Background: an optimization exercise with open tools, aiming at small area and a short achievable clock period. Do not read the settings as production practice.
At most, simulation tests tie the RTL to the original design; equivalence was not proved.
Power figures rest on the tool's default switching activity, not on a simulated workload.

Setup of beta:
==> module fpadd_pipelined, before the edit <==
module fpadd_pipelined (input clk,
                        input reset,
                        input [31:0] reg_A,
                        input [31:0] reg_B,
                        output reg [31:0] out);
  localparam FINE = 3;
  wire a_ge_b = reg_A[30:0] >= reg_B[30:0];
  wire [7:0] ea = reg_A[30:23];
  wire [7:0] eb = reg_B[30:23];
  wire [8:0] dab = {1'b0, ea} - {1'b0, eb};
  wire [7:0] dba = eb - ea;
  wire [7:0] d = dab[8] ? dba : dab[7:0];
  wire [4:0] s = d[4:0] | {5{|d[7:5]}};
  wire both_zero = ~|{reg_A, reg_B};
  wire [22:0] fmn = a_ge_b ? reg_B[22:0] : reg_A[22:0];
  wire [23:0] m0 = {1'b1, fmn} >> {s[4:FINE], {FINE{1'b0}}};
  reg        s0_sign, s0_sub, s0_zero;
  reg [7:0]  s0_exp;
  reg [22:0] s0_fmx;
  reg [23:0] s0_m;
  reg [FINE-1:0] s0_shift;
  always @(posedge clk or posedge reset)
    if (reset) s0_zero <= 1'b1;
    else       s0_zero <= both_zero;
  always @(posedge clk) begin
    s0_sign  <= a_ge_b ? reg_A[31] : reg_B[31];
    s0_sub   <= reg_A[31] ^ reg_B[31];
    s0_exp   <= a_ge_b ? ea : eb;
    s0_fmx   <= a_ge_b ? reg_A[22:0] : reg_B[22:0];
    s0_m     <= m0;
    s0_shift <= s[FINE-1:0];
  end
  wire [23:0] m = s0_m >> s0_shift;
  wire [25:0] sum = {2'b01, s0_fmx, 1'b1} + {s0_sub, m ^ {24{s0_sub}}, s0_sub};
  wire [24:0] t = sum[25:1];
  reg        s1_sign, s1_zero;
  reg [7:0]  s1_exp;
  reg [24:0] s1_t;
  always @(posedge clk or posedge reset)
    if (reset) s1_zero <= 1'b1;
    else       s1_zero <= s0_zero;
  always @(posedge clk) begin
    s1_sign <= s0_sign;
    s1_exp  <= s0_exp;
    s1_t    <= t;
  end
  wire [22:0] frac;
  wire [7:0]  nexp;
  fp_normalizer fp_normalizer(.mantissa_temp(s1_t),
                              .exp(s1_exp),
                              .normalized_mantissa(frac),
                              .normalized_exp(nexp));
  wire res_zero = s1_zero | ~|s1_t;
  always @(posedge clk or posedge reset)
    if (reset)         out <= 32'b0;
    else if (res_zero) out <= 32'b0;
    else               out <= {s1_sign, nexp, frac};
endmodule
clock: 6.5 ns
lec_check: 0
cap_margin: 20
core_margin: 2
core_utilization: 40
setup_slack_margin: 3.0
slew_margin: 20
run.sh (not shown) runs the stock make flow with config.mk's settings and CLKGATE_MAP_FILE= SYNTH_SCRIPT=/design/flow/synth_recipe.tcl, a recipe that flattens the netlist after the stock synthesis.
Here is what was changed in the inputs of alpha compared with beta.
--- a/flow/design.v
+++ b/flow/design.v
@@ -26,21 +26,20 @@
   wire [7:0] eb = reg_B[30:23];
   wire [8:0] dab = {1'b0, ea} - {1'b0, eb};
   wire [7:0] dba = eb - ea;
   wire [7:0] d = dab[8] ? dba : dab[7:0];
   wire [4:0] s = d[4:0] | {5{|d[7:5]}};
-  wire both_zero = ~|{reg_A, reg_B};
   wire [22:0] fmn = a_ge_b ? reg_B[22:0] : reg_A[22:0];
   wire [23:0] m0 = {1'b1, fmn} >> {s[4:FINE], {FINE{1'b0}}};
-  reg        s0_sign, s0_sub, s0_zero;
+  reg        s0_sign, s0_sub, s0_valid;
   reg [7:0]  s0_exp;
   reg [22:0] s0_fmx;
   reg [23:0] s0_m;
   reg [FINE-1:0] s0_shift;
   always @(posedge clk or posedge reset)
-    if (reset) s0_zero <= 1'b1;
-    else       s0_zero <= both_zero;
+    if (reset) s0_valid <= 1'b0;
+    else       s0_valid <= 1'b1;
   always @(posedge clk) begin
     s0_sign  <= a_ge_b ? reg_A[31] : reg_B[31];
     s0_sub   <= reg_A[31] ^ reg_B[31];
     s0_exp   <= a_ge_b ? ea : eb;
     s0_fmx   <= a_ge_b ? reg_A[22:0] : reg_B[22:0];
@@ -48,16 +47,16 @@
     s0_shift <= s[FINE-1:0];
   end
   wire [23:0] m = s0_m >> s0_shift;
   wire [25:0] sum = {2'b01, s0_fmx, 1'b1} + {s0_sub, m ^ {24{s0_sub}}, s0_sub};
   wire [24:0] t = sum[25:1];
-  reg        s1_sign, s1_zero;
+  reg        s1_sign, s1_valid;
   reg [7:0]  s1_exp;
   reg [24:0] s1_t;
   always @(posedge clk or posedge reset)
-    if (reset) s1_zero <= 1'b1;
-    else       s1_zero <= s0_zero;
+    if (reset) s1_valid <= 1'b0;
+    else       s1_valid <= s0_valid;
   always @(posedge clk) begin
     s1_sign <= s0_sign;
     s1_exp  <= s0_exp;
     s1_t    <= t;
   end
@@ -65,11 +64,15 @@
   wire [7:0]  nexp;
   fp_normalizer fp_normalizer(.mantissa_temp(s1_t),
                               .exp(s1_exp),
                               .normalized_mantissa(frac),
                               .normalized_exp(nexp));
-  wire res_zero = s1_zero | ~|s1_t;
+  wire low_zero = ~|s1_t[23:0];
+  wire res_zero = low_zero & (~s1_t[24] | (~s1_sign & ~|s1_exp));
+  wire se_zero  = ~s1_valid | res_zero;
   always @(posedge clk or posedge reset)
-    if (reset)         out <= 32'b0;
-    else if (res_zero) out <= 32'b0;
-    else               out <= {s1_sign, nexp, frac};
+    if (reset) out <= 32'b0;
+    else begin
+      out[31:23] <= se_zero ? 9'b0 : {s1_sign, nexp};
+      out[22:0]  <= s1_valid ? frac : 23'b0;
+    end
 endmodule
==> run summary <==
beta -> alpha: post-synthesis share of cell area spent on full adders, half adders and majority gates flat. | data required time at the worst endpoint | beta vs alpha | ≈ equal |. Min maximum frequency across beta and alpha: alpha. Comparing beta and alpha, the lower final instance count without filler cells is on beta. alpha against beta: average cell area after synthesis lost about 3%, largest net degree at the start of global routing lost 5. Summary — power, alpha relative to beta: higher, by 0.66%. On simple logic cell fraction of the synthesized area: between beta and alpha, it ends up lower for beta.
No run of this note included a check of the RTL's function; only the layout flow was run.

========
Another version of the RTL of fpadd_pipelined (not shown whole).
Size in the first run: ~140 flip-flops, ~98 I/O pins, about 0.0094 mm2 of cells after synthesis.
==> module fp_normalizer, before the edit <==
module fp_normalizer (
  input  [24:0] mantissa_temp,
  input  [7:0]  exp1m31,
  output [23:0] coarse_mantissa,
  output        fine_shift,
  output [7:0]  normalized_exp
);
  wire [4:0] zero_count;
  wire any_one;
  fp_lzc32 lzc(.x({mantissa_temp, 7'h7f}), .z(zero_count), .v(any_one));
  wire [24:0] shifted = mantissa_temp << {zero_count[4:1], 1'b0};
  assign coarse_mantissa = shifted[23:0];
  assign fine_shift = zero_count[0];
  assign normalized_exp = exp1m31 + {3'b0, ~zero_count};
endmodule
==> module fpadd_pipelined, before the edit <==
module fpadd_pipelined (input clk,
                        input reset,
                        input [31:0] reg_A,
                        input [31:0] reg_B,
                        output [31:0] out);
  localparam FINE = 3;
  localparam DSEL = 0;
  localparam [7:0] EXP_ADJ = 8'd1 - 8'd31;
  wire [7:0] ea = reg_A[30:23];
  wire [7:0] eb = reg_B[30:23];
  wire [7:0] dab, dba;
  wire cab, cba;
  fp_add8 sub_ab(.a(ea), .b(~eb), .cin(1'b1), .s(dab), .cout(cab));
  fp_add8 sub_ba(.a(eb), .b(~ea), .cin(1'b1), .s(dba), .cout(cba));
  wire a_ge_b, exp_ge;
  fp_cmp31 cmp_ab(.a(reg_A[30:0]), .b(reg_B[30:0]), .ge(a_ge_b), .ge_hi(exp_ge));
  wire [7:0] d = exp_ge ? dab : dba;
  wire [4:0] s = d[4:0];
  wire big = |d[7:5];
  wire [7:0] d_hi = exp_le ? dba : dab;
  wire exp_le = cba;
  wire [22:0] fmn = a_ge_b ? reg_B[22:0] : reg_A[22:0];
  wire [23:0] m0 = {1'b1, fmn} >> {s[4:FINE], {FINE{1'b0}}};
  reg        s0_sign, s0_sub, s0_valid;
  reg [7:0]  s0_exp;
  reg [22:0] s0_fmx;
  reg [23:0] s0_m;
  reg [FINE-1:0] s0_shift;
  reg        s0_big;
  reg [FINE-1:0] s0_shift_hi;
  reg        s0_big_hi;
  always @(posedge clk or posedge reset)
    if (reset) s0_valid <= 1'b0;
    else       s0_valid <= 1'b1;
  always @(posedge clk) begin
    s0_sign  <= a_ge_b ? reg_A[31] : reg_B[31];
    s0_sub   <= reg_A[31] ^ reg_B[31];
    s0_exp   <= a_ge_b ? ea : eb;
    s0_fmx   <= a_ge_b ? reg_A[22:0] : reg_B[22:0];
    s0_m     <= m0;
    s0_shift <= s[FINE-1:0];
    s0_big   <= big;
    s0_shift_hi <= d_hi[FINE-1:0];
    s0_big_hi <= |d_hi[7:5];
  end
  wire [23:0] m_lo = s0_m >> s0_shift;
  wire [23:0] m_hi = s0_m >> s0_shift_hi;
  wire [23:0] m_sh = {m_hi[23:12], m_lo[11:0]};
  wire [23:0] m = m_sh & {{12{~s0_big_hi}}, {12{~s0_big}}};
  wire [24:0] t;
  wire t_cout;
  fp_add25 add_t(.a({2'b01, s0_fmx}), .b({s0_sub, m ^ {24{s0_sub}}}), .cin(s0_sub),
                 .s(t), .cout(t_cout));
  reg        s1_sign, s1_valid, s1_ezero;
  reg [7:0]  s1_exp1;
  reg [24:0] s1_t;
  always @(posedge clk or posedge reset)
    if (reset) s1_valid <= 1'b0;
    else       s1_valid <= s0_valid;
  always @(posedge clk) begin
    s1_sign  <= s0_sign;
    s1_exp1  <= s0_exp + EXP_ADJ;
    s1_ezero <= ~|s0_exp;
    s1_t     <= t;
  end
  wire [23:0] coarse;
  wire        fine;
  wire [7:0]  nexp;
  fp_normalizer fp_normalizer(.mantissa_temp(s1_t),
                              .exp1m31(s1_exp1),
                              .coarse_mantissa(coarse),
                              .fine_shift(fine),
                              .normalized_exp(nexp));
  wire low_zero = ~|s1_t[23:0];
  wire res_zero = low_zero & (~s1_t[24] | (~s1_sign & s1_ezero));
  wire se_zero  = ~s1_valid | res_zero;
  reg        r2_sign, r2_fine;
  reg [7:0]  r2_exp;
  reg [23:0] r2_man;
  always @(posedge clk or posedge reset)
    if (reset) begin
      r2_sign <= 1'b0;
      r2_exp  <= 8'b0;
      r2_man  <= 24'b0;
      r2_fine <= 1'b0;
    end else begin
      r2_sign <= se_zero ? 1'b0 : s1_sign;
      r2_exp  <= se_zero ? 8'b0 : nexp;
      r2_man  <= s1_valid ? coarse : 24'b0;
      r2_fine <= fine;
    end
  wire [22:0] frac = r2_fine ? r2_man[22:0] : r2_man[23:1];
  assign out = {r2_sign, r2_exp, frac};
endmodule
Settings: LEC_CHECK=0, ABC_AREA=1, CAP_MARGIN=20, CORE_MARGIN=2, CORE_UTILIZATION=40, SETUP_SLACK_MARGIN=3.0, SLEW_MARGIN=20, TNS_END_PERCENT=10; clock period 6.5 ns.
standard.sh (not shown) runs the stock make flow with config.mk's settings and CLKGATE_MAP_FILE= SYNTH_SCRIPT=/design/flow/synth_recipe.tcl, a recipe that flattens the netlist after the stock synthesis.
==> flow/flow/run.sh <==
#!/bin/bash
# Standard layout (standard.sh) with the smallest buffer on the ports and
# no CTS dummy loads.
bash standard.sh \
  "BUFFER_PORTS_ARGS=-buffer_cell sky130_fd_sc_hd__buf_1" \
  "CTS_ARGS=-sink_clustering_enable -repair_clock_nets -dont_use_dummy_load -buf_list {sky130_fd_sc_hd__clkbuf_4 sky130_fd_sc_hd__clkbuf_8}" \
  finish > standard.log 2>&1
The first run produced a clean layout.
Edit:
--- a/flow/design.v
+++ b/flow/design.v
@@ -1,20 +1,20 @@
 module fp_normalizer (
   input  [24:0] mantissa_temp,
-  input  [7:0]  exp1m31,
+  input  [7:0]  exp1,
   output [23:0] coarse_mantissa,
   output        fine_shift,
   output [7:0]  normalized_exp
 );
   wire [4:0] zero_count;
   wire any_one;
   fp_lzc32 lzc(.x({mantissa_temp, 7'h7f}), .z(zero_count), .v(any_one));
   wire [24:0] shifted = mantissa_temp << {zero_count[4:1], 1'b0};
   assign coarse_mantissa = shifted[23:0];
   assign fine_shift = zero_count[0];
-  assign normalized_exp = exp1m31 + {3'b0, ~zero_count};
+  assign normalized_exp = exp1 - {3'b0, zero_count};
 endmodule
 module fp_add8(input [7:0] a, input [7:0] b, input cin, output [7:0] s, output cout);
   wire [8:0] g0, p0;
   assign g0[0] = cin; assign p0[0] = 1'b0;
   assign g0[8:1] = a & b; assign p0[8:1] = a ^ b;
   wire g_0 = g0[1] | (p0[1] & g0[0]);
@@ -432,13 +432,13 @@
                         input reset,
                         input [31:0] reg_A,
                         input [31:0] reg_B,
                         output [31:0] out);
   localparam FINE = 3;
   localparam DSEL = 0;
-  localparam [7:0] EXP_ADJ = 8'd1 - 8'd31;
+  localparam [7:0] EXP_ADJ = 8'd1;
   wire [7:0] ea = reg_A[30:23];
   wire [7:0] eb = reg_B[30:23];
   wire [7:0] dab, dba;
   wire cab, cba;
   fp_add8 sub_ab(.a(ea), .b(~eb), .cin(1'b1), .s(dab), .cout(cab));
   fp_add8 sub_ba(.a(eb), .b(~ea), .cin(1'b1), .s(dba), .cout(cba));
@@ -447,13 +447,13 @@
   wire [7:0] d = exp_ge ? dab : dba;
   wire [4:0] s = d[4:0];
   wire big = |d[7:5];
   wire [7:0] d_hi = exp_le ? dba : dab;
   wire exp_le = cba;
   wire [22:0] fmn = a_ge_b ? reg_B[22:0] : reg_A[22:0];
-  wire [23:0] m0 = {1'b1, fmn} >> {s[4:FINE], {FINE{1'b0}}};
+  wire [23:0] m0 = {1'b1, fmn} >> s[4-FINE:0];
   reg        s0_sign, s0_sub, s0_valid;
   reg [7:0]  s0_exp;
   reg [22:0] s0_fmx;
   reg [23:0] s0_m;
   reg [FINE-1:0] s0_shift;
   reg        s0_big;
@@ -465,19 +465,19 @@
   always @(posedge clk) begin
     s0_sign  <= a_ge_b ? reg_A[31] : reg_B[31];
     s0_sub   <= reg_A[31] ^ reg_B[31];
     s0_exp   <= a_ge_b ? ea : eb;
     s0_fmx   <= a_ge_b ? reg_A[22:0] : reg_B[22:0];
     s0_m     <= m0;
-    s0_shift <= s[FINE-1:0];
+    s0_shift <= s[4:5-FINE];
     s0_big   <= big;
-    s0_shift_hi <= d_hi[FINE-1:0];
+    s0_shift_hi <= d_hi[4:5-FINE];
     s0_big_hi <= |d_hi[7:5];
   end
-  wire [23:0] m_lo = s0_m >> s0_shift;
-  wire [23:0] m_hi = s0_m >> s0_shift_hi;
+  wire [23:0] m_lo = s0_m >> {s0_shift, {5-FINE{1'b0}}};
+  wire [23:0] m_hi = s0_m >> {s0_shift_hi, {5-FINE{1'b0}}};
   wire [23:0] m_sh = {m_hi[23:12], m_lo[11:0]};
   wire [23:0] m = m_sh & {{12{~s0_big_hi}}, {12{~s0_big}}};
   wire [24:0] t;
   wire t_cout;
   fp_add25 add_t(.a({2'b01, s0_fmx}), .b({s0_sub, m ^ {24{s0_sub}}}), .cin(s0_sub),
                  .s(t), .cout(t_cout));
@@ -494,13 +494,13 @@
     s1_t     <= t;
   end
   wire [23:0] coarse;
   wire        fine;
   wire [7:0]  nexp;
   fp_normalizer fp_normalizer(.mantissa_temp(s1_t),
-                              .exp1m31(s1_exp1),
+                              .exp1(s1_exp1),
                               .coarse_mantissa(coarse),
                               .fine_shift(fine),
                               .normalized_exp(nexp));
   wire low_zero = ~|s1_t[23:0];
   wire res_zero = low_zero & (~s1_t[24] | (~s1_sign & s1_ezero));
   wire se_zero  = ~s1_valid | res_zero;
After rerunning: Clock skew is lower by 0.0082 ns; sequential share of layout area is higher by 0.26 points; clock-buffer cell count does not change; routed wire length is higher by 0.41%; worst setup slack barely changes.
No functional check of the RTL was part of any run of this note.

========
Another version of the RTL of fpadd_pipelined (not shown whole).
For scale: roughly 1,300 cells after synthesis, ~140 flip-flops, ~98 I/O pins, ~9200 um2 of cells after synthesis.
==> module fp_normalizer, before the edit <==
module fp_normalizer (
  input  [24:0] mantissa_temp,
  input  [7:0]  exp1,
  input         flush,
  output [23:0] coarse_mantissa,
  output        fine_shift,
  output [7:0]  normalized_exp
);
  reg [4:0] zero_count;
  integer i;
  always @(*) begin
    zero_count = 5'd0;
    for (i = 0; i < 25; i = i + 1)
      if (mantissa_temp[i]) zero_count = 5'd24 - i;
  end
  wire [24:0] shifted = mantissa_temp << {zero_count[4:3] | {2{flush}}, zero_count[2:1], 1'b0};
  assign coarse_mantissa = shifted[23:0];
  assign fine_shift = zero_count[0];
  assign normalized_exp = exp1 - {3'b0, zero_count};
endmodule
==> module fpadd_pipelined, before the edit <==
module fpadd_pipelined (input clk,
                        input reset,
                        input [31:0] reg_A,
                        input [31:0] reg_B,
                        output [31:0] out);
  localparam FINE = 3;
  localparam DSEL = 0;
  localparam [7:0] EXP_ADJ = 8'd1;
  wire [7:0] ea = reg_A[30:23];
  wire [7:0] eb = reg_B[30:23];
  wire [7:0] dab, dba;
  wire cab, cba;
  fp_add8 sub_ab(.a(ea), .b(~eb), .cin(1'b1), .s(dab), .cout(cab));
  fp_add8 sub_ba(.a(eb), .b(~ea), .cin(1'b1), .s(dba), .cout(cba));
  wire a_ge_b, exp_ge;
  fp_cmp31 cmp_ab(.a(reg_A[30:0]), .b(reg_B[30:0]), .ge(a_ge_b), .ge_hi(exp_ge));
  wire [7:0] d = exp_ge ? dab : dba;
  wire [4:0] s = d[4:0];
  wire big = |d[7:5];
  wire [7:0] d_hi = exp_le ? dba : dab;
  wire exp_le = cba;
  wire [22:0] fmn = a_ge_b ? reg_B[22:0] : reg_A[22:0];
  wire [23:0] m0 = {1'b1, fmn} >> {s[4:FINE], {FINE{1'b0}}};
  reg        s0_sign, s0_sub, s0_valid;
  reg [7:0]  s0_exp;
  reg [22:0] s0_fmx;
  reg [23:0] s0_m;
  reg [FINE-1:0] s0_shift;
  reg        s0_big;
  reg [FINE-1:0] s0_shift_hi;
  reg        s0_big_hi;
  always @(posedge clk or posedge reset)
    if (reset) s0_valid <= 1'b0;
    else       s0_valid <= 1'b1;
  always @(posedge clk) begin
    s0_sign  <= a_ge_b ? reg_A[31] : reg_B[31];
    s0_sub   <= reg_A[31] ^ reg_B[31];
    s0_exp   <= a_ge_b ? ea : eb;
    s0_fmx   <= a_ge_b ? reg_A[22:0] : reg_B[22:0];
    s0_m     <= m0;
    s0_shift <= s[FINE-1:0];
    s0_big   <= big;
    s0_shift_hi <= d_hi[FINE-1:0];
    s0_big_hi <= |d_hi[7:5];
  end
  wire [23:0] m_lo = s0_m >> s0_shift;
  wire [23:0] m_hi = s0_m >> s0_shift_hi;
  wire [23:0] m_sh = {m_hi[23:12], m_lo[11:0]};
  wire [23:0] m = m_sh & {{12{~s0_big_hi}}, {12{~s0_big}}};
  wire [24:0] t;
  wire t_cout;
  fp_add25 add_t(.a({2'b01, s0_fmx}), .b({s0_sub, m ^ {24{s0_sub}}}), .cin(s0_sub),
                 .s(t), .cout(t_cout));
  reg        s1_sign, s1_valid, s1_ezero;
  reg [7:0]  s1_exp1;
  reg [24:0] s1_t;
  always @(posedge clk or posedge reset)
    if (reset) s1_valid <= 1'b0;
    else       s1_valid <= s0_valid;
  always @(posedge clk) begin
    s1_sign  <= s0_sign;
    s1_exp1  <= s0_exp + EXP_ADJ;
    s1_ezero <= ~|s0_exp;
    s1_t     <= t;
  end
  wire [23:0] coarse;
  wire        fine;
  wire [7:0]  nexp;
  fp_normalizer fp_normalizer(.mantissa_temp(s1_t),
                              .exp1(s1_exp1),
                              .coarse_mantissa(coarse),
                              .fine_shift(fine),
                              .flush(~s1_valid),
                              .normalized_exp(nexp));
  wire low_zero = ~|s1_t[23:0];
  wire res_zero = low_zero & (~s1_t[24] | (~s1_sign & s1_ezero));
  wire se_zero  = ~s1_valid | res_zero;
  reg        r2_sign, r2_fine;
  reg [7:0]  r2_exp;
  reg [23:0] r2_man;
  always @(posedge clk or posedge reset)
    if (reset) begin
      r2_sign <= 1'b0;
      r2_exp  <= 8'b0;
      r2_man  <= 24'b0;
      r2_fine <= 1'b0;
    end else begin
      r2_sign <= se_zero ? 1'b0 : s1_sign;
      r2_exp  <= se_zero ? 8'b0 : nexp;
      r2_man  <= coarse;
      r2_fine <= fine;
    end
  wire [22:0] frac = r2_fine ? r2_man[22:0] : r2_man[23:1];
  assign out = {r2_sign, r2_exp, frac};
endmodule
==> flow/config.mk <==
export PLATFORM = sky130hd
export DESIGN_NAME = fpadd_pipelined
export DESIGN_NICKNAME = fpadd_pipelined
export VERILOG_FILES = /design/flow/design.v
export SDC_FILE = /design/flow/constraint.sdc
export NUM_CORES = 4
export LEC_CHECK = 0
export ABC_AREA = 1
export CAP_MARGIN = 20
export CORE_MARGIN = 2
export CORE_UTILIZATION = 40
export GPL_ROUTABILITY_DRIVEN = 0
export SETUP_SLACK_MARGIN = 3.0
export SLEW_MARGIN = 20
export TNS_END_PERCENT = 10
==> flow/constraint.sdc <==
create_clock -name core_clock -period 6.5 [get_ports {clk}]
set_input_delay 1.3000 -clock core_clock [delete_from_list [all_inputs] [get_ports {clk}]]
set_output_delay 1.3000 -clock core_clock [all_outputs]
set_load 0.01 [all_outputs]
Scripts as last shown in full above: flow/flow/run.sh
Edit:
--- a/flow/design.v
+++ b/flow/design.v
@@ -1,7 +1,6 @@
 module fp_normalizer (
   input  [24:0] mantissa_temp,
   input  [7:0]  exp1,
-  input         flush,
   output [23:0] coarse_mantissa,
   output        fine_shift,
   output [7:0]  normalized_exp
@@ -13,7 +12,7 @@
     for (i = 0; i < 25; i = i + 1)
       if (mantissa_temp[i]) zero_count = 5'd24 - i;
   end
-  wire [24:0] shifted = mantissa_temp << {zero_count[4:3] | {2{flush}}, zero_count[2:1], 1'b0};
+  wire [24:0] shifted = mantissa_temp << {zero_count[4:1], 1'b0};
   assign coarse_mantissa = shifted[23:0];
   assign fine_shift = zero_count[0];
   assign normalized_exp = exp1 - {3'b0, zero_count};
@@ -439,7 +438,6 @@
                               .exp1(s1_exp1),
                               .coarse_mantissa(coarse),
                               .fine_shift(fine),
-                              .flush(~s1_valid),
                               .normalized_exp(nexp));
   wire low_zero = ~|s1_t[23:0];
   wire res_zero = low_zero & (~s1_t[24] | (~s1_sign & s1_ezero));
@@ -456,7 +454,7 @@
     end else begin
       r2_sign <= se_zero ? 1'b0 : s1_sign;
       r2_exp  <= se_zero ? 8'b0 : nexp;
-      r2_man  <= coarse;
+      r2_man  <= s1_valid ? coarse : 24'b0;
       r2_fine <= fine;
     end
   wire [22:0] frac = r2_fine ? r2_man[22:0] : r2_man[23:1];
First-iteration DRC count is higher by 39%.
Hold slack improved by 0.016 ns.
Design area climbs by 1.2%.
Core utilization grows by 0.51 points.
Sequential cell count stays the same.
Synthesized cell count rose by 1.6%.
Die area increases by 0.36%.
Via count climbs by 3.0%.
Wire length increases by 4.0%.
Clock skew went down by 0.010 ns.
Critical path depth came out lower by 2.
Power came out higher by 4.9%.

[separate check: timing with driven ports]
No port has a modelled driver above. Below, the same layouts with a new extraction and two added sets of constraints. Step 1 (the two cells are an assumption about what drives the block):
set clk [get_ports {clk}]
set_driving_cell -lib_cell sky130_fd_sc_hd__clkbuf_16 $clk
set_driving_cell -lib_cell sky130_fd_sc_hd__buf_2 [delete_from_list [all_inputs] $clk]
Step 2 also shifts input and output timing later by t, the mid clock arrival at the registers, as if the neighbouring blocks saw the same clock. Three values: ideal ports, drivers, drivers and shift; two values: the first two.
run	shift t [ns]	setup slack, ns	hold slack, ns	latest minus earliest clock arrival (ns)	worst data-port slew with drivers (ns)
beta	0.468	2.928 / 2.955 / 2.487	0.326 / 0.326 / 0.326	0.012 / 0.012	0.05
alpha	0.458	2.776 / 2.776 / 2.464	0.325 / 0.325 / 0.325	0.014 / 0.014	0.06
the first run of note 2	0.478	3.173 / 3.197 / 2.719	0.312 / 0.312 / 0.312	0.038 / 0.038	0.04
the second run of note 2	0.475	3.174 / 3.186 / 2.711	0.331 / 0.331 / 0.331	0.030 / 0.030	0.04
the first run of note 3	0.470	3.081 / 3.088 / 2.618	0.336 / 0.336 / 0.336	0.040 / 0.040	0.04
the second run of note 3	0.474	3.201 / 3.216 / 2.742	0.352 / 0.352 / 0.352	0.030 / 0.030	0.05
After both steps every run listed still meets setup and hold.
